This design comes from an exercise in tuning for small area on the open sky130 flow, not from production work. RTL that was checked went through simulation tests only; none was proved equivalent to the original.

==> module sobel_kernel, before the edit <==
module sobel_kernel #(
    parameter THRESHOLD = 350
)(
    input  logic clk,
    input  logic rst_n,
    input  logic [7:0] p11, p12, p13,
    input  logic [7:0] p21, p22, p23,
    input  logic [7:0] p31, p32, p33,
    input  logic [2:0] v1, v2, v3,    
    output logic edge_out
);
    localparam int T = THRESHOLD / 2;
    localparam int BIAS = 3 * 255;
    logic [10:0] sa, sb;
    logic e1, e2, e3;
    logic [7:0] m11, m12, m13, m21, m23, m31, m32, m33;
    assign m11 = p11 & {8{v1[0]}};
    assign m12 = p12 & {8{v1[1]}};
    assign m13 = p13 & {8{v1[2]}};
    assign m21 = p21 & {8{v2[0]}};
    assign m23 = p23 & {8{v2[2]}};
    assign m31 = p31 & {8{v3[0]}};
    assign m32 = p32 & {8{v3[1]}};
    assign m33 = p33 & {8{v3[2]}};
    assign sa = {3'b0, m12} + {3'b0, m13} + {3'b0, m23} + {3'b0, ~m21} + {3'b0, ~m31} + {3'b0, ~m32};
    assign sb = {3'b0, m23} + {3'b0, m32} + {3'b0, m33} + {3'b0, ~m21} + {3'b0, ~m12} + {3'b0, ~m11};
    always_ff @(posedge clk or negedge rst_n) begin
        if (!rst_n) begin
            e1 <= 1'b0; e2 <= 1'b0; e3 <= 1'b0; edge_out <= 1'b0;
        end else begin
            e1 <= (sa > 11'(BIAS + T)) | (sa < 11'(BIAS - T)) | (sb > 11'(BIAS + T)) | (sb < 11'(BIAS - T));
            e2 <= e1;
            e3 <= e2;
            edge_out <= e3;
        end
    end
endmodule
clock: 6.0 ns
lec_check: 0
cap_margin: 20
core_margin: 2
core_utilization: 75
place_density: 0.9
slew_margin: 20
synth_hierarchical: 1
standard.sh (not shown) runs the stock make flow with config.mk's settings and CLKGATE_MAP_FILE= SYNTH_SCRIPT=/design/flow/synth_recipe.tcl, a recipe that flattens the netlist after the stock synthesis.
==> flow/flow/run.sh <==
#!/bin/bash
# Own flow: the standard layout (standard.sh: standard synthesis,
# floorplan, power grid, placement, routing, all unchanged), except that
#  - the clock tree is built from small clock buffers on larger sink
#    clusters and without dummy loads (CTS_ARGS), and
set -uo pipefail
cd "$(dirname "$0")/.."
export BUFFER_PORTS_ARGS="-buffer_cell sky130_fd_sc_hd__buf_1"
base="-sink_clustering_enable -repair_clock_nets -dont_use_dummy_load"
trees=(
  "-sink_clustering_size 20 -sink_clustering_max_diameter 50 -buf_list sky130_fd_sc_hd__clkbuf_8"
  "-sink_clustering_size 20 -sink_clustering_max_diameter 42 -buf_list sky130_fd_sc_hd__clkbuf_8"
  "-sink_clustering_size 30 -sink_clustering_max_diameter 60"
)
RESULTS=$(pwd)/orfs/results/sky130hd/image_processor/base
export RESULTS
n=0
for t in "${trees[@]}"; do
  n=$((n+1))
  export CTS_ARGS="$base $t"
  if [[ $n -gt 1 ]]; then
    bash standard.sh clean_cts clean_route clean_finish > clean_$n.log 2>&1
  fi
  if ! bash standard.sh > standard_$n.log 2>&1; then
    continue
  fi
  openroad -no_init -exit flow/check.tcl > check_$n.log 2>&1 || continue
  cp orfs/reports/sky130hd/image_processor/base/6_finish.rpt finish_$n.rpt 2>/dev/null || true
  cp orfs/logs/sky130hd/image_processor/base/6_report.log report_$n.log 2>/dev/null || true
  slew=$(awk '/^CHECK clk_pin_slew_ps/{print $3}' check_$n.log)
  setup=$(awk '/^CHECK setup_slack/{print $3}' check_$n.log)
  if awk -v s="$slew" -v t="$setup" 'BEGIN{exit !(s != "" && s < 122 && t != "" && t >= 0.06)}'; then
    exit 0
  fi
done
[[ -f out/final.def ]]
==> flow/flow/check.tcl <==
set P $::env(FLOW_HOME)/platforms/sky130hd
set R $::env(RESULTS)
read_lef $P/lef/sky130_fd_sc_hd.tlef
read_lef $P/lef/sky130_fd_sc_hd_merged.lef
read_liberty $P/lib/sky130_fd_sc_hd__tt_025C_1v80.lib
read_db $R/6_final.odb
read_sdc $R/6_final.sdc
read_spef $R/6_final.spef
set_propagated_clock [all_clocks]
set worst 0
foreach pin [all_registers -clock_pins -edge_triggered] {
  foreach edge {rise fall} {
    foreach analysis {min max} {
      set s [expr {[sta::time_ui_sta [get_property $pin slew_${analysis}_$edge]] * 1e12}]
      if {$s > $worst} { set worst $s }
    }
  }
}
puts "CHECK clk_pin_slew_ps $worst"
puts "CHECK setup_slack [sta::worst_slack -max]"
puts "CHECK hold_slack [sta::worst_slack -min]"
The baseline ran to the end with no violations.
Edit:
--- a/flow/design.v
+++ b/flow/design.v
@@ -80,8 +80,21 @@
     assign m31 = p31 & {8{v3[0]}};
     assign m32 = p32 & {8{v3[1]}};
     assign m33 = p33 & {8{v3[2]}};
-    assign sa = {3'b0, m12} + {3'b0, m13} + {3'b0, m23} + {3'b0, ~m21} + {3'b0, ~m31} + {3'b0, ~m32};
-    assign sb = {3'b0, m23} + {3'b0, m32} + {3'b0, m33} + {3'b0, ~m21} + {3'b0, ~m12} + {3'b0, ~m11};
+    function automatic [10:0] sum6(input [7:0] u1, input [7:0] u2, input [7:0] u3,
+                                   input [7:0] w1, input [7:0] w2, input [7:0] w3);
+        logic [10:0] v1, v2, v3, v4, s2, c2, s3, c3;
+        v1 = {3'b0, u1 ^ u2 ^ u3};
+        v3 = {2'b0, (u1 & u2) | (u1 & u3) | (u2 & u3), 1'b0};
+        v2 = {3'b0, ~(w1 ^ w2 ^ w3)};
+        v4 = {2'b0, ~((w1 & w2) | (w1 & w3) | (w2 & w3)), 1'b0};
+        s2 = v1 ^ v2 ^ v3;
+        c2 = {(v1[9:0] & v2[9:0]) | (v1[9:0] & v3[9:0]) | (v2[9:0] & v3[9:0]), 1'b0};
+        s3 = s2 ^ c2 ^ v4;
+        c3 = {(s2[9:0] & c2[9:0]) | (s2[9:0] & v4[9:0]) | (c2[9:0] & v4[9:0]), 1'b0};
+        sum6 = s3 + c3;
+    endfunction
+    assign sa = sum6(m12, m13, m23, m21, m31, m32);
+    assign sb = sum6(m23, m32, m33, m21, m12, m11);
     always_ff @(posedge clk or negedge rst_n) begin
         if (!rst_n) begin
             e1 <= 1'b0; e2 <= 1'b0; e3 <= 1'b0; edge_out <= 1'b0;
- clock-buffer cell count climbs by 4
- first-iteration DRC count is lower by about 9%
- final area barely changes
- global-route usage is higher by 0.14 points
- wire length rose by about 0.36%
Only the layout flow was run in the second run of this note; the RTL was not checked for function there.

-- what the ideal ports hide --
The flow's constraints put no driver on any port. The routed layouts listed below were extracted and timed again, unchanged, in two steps.
Step 1: set_driving_cell puts a clkbuf_16 on clk and a buf_2 on each other input, an assumption about the parent block.
Step 2 adds t to the input delays and takes it off the output delays; t is the mean of the earliest and latest rising clock arrival at the registers after step 1. Input paths then give back, and output paths get back, about the clock's delay inside the block.
Three values: no drivers, after step 1, after step 2; two values: the first two.
run | shift t [ns] | setup WS [ns] | latest minus earliest clock arrival (ns) | slew at the worst register clock pin (ns)
the first run | 0.758 | 1.467 / 1.467 / 1.467 | 0.139 / 0.140 | 0.11 / 0.11
the second run | 0.756 | 1.532 / 1.532 / 1.532 | 0.121 / 0.121 | 0.11 / 0.11
After both steps every run listed still meets setup and hold.
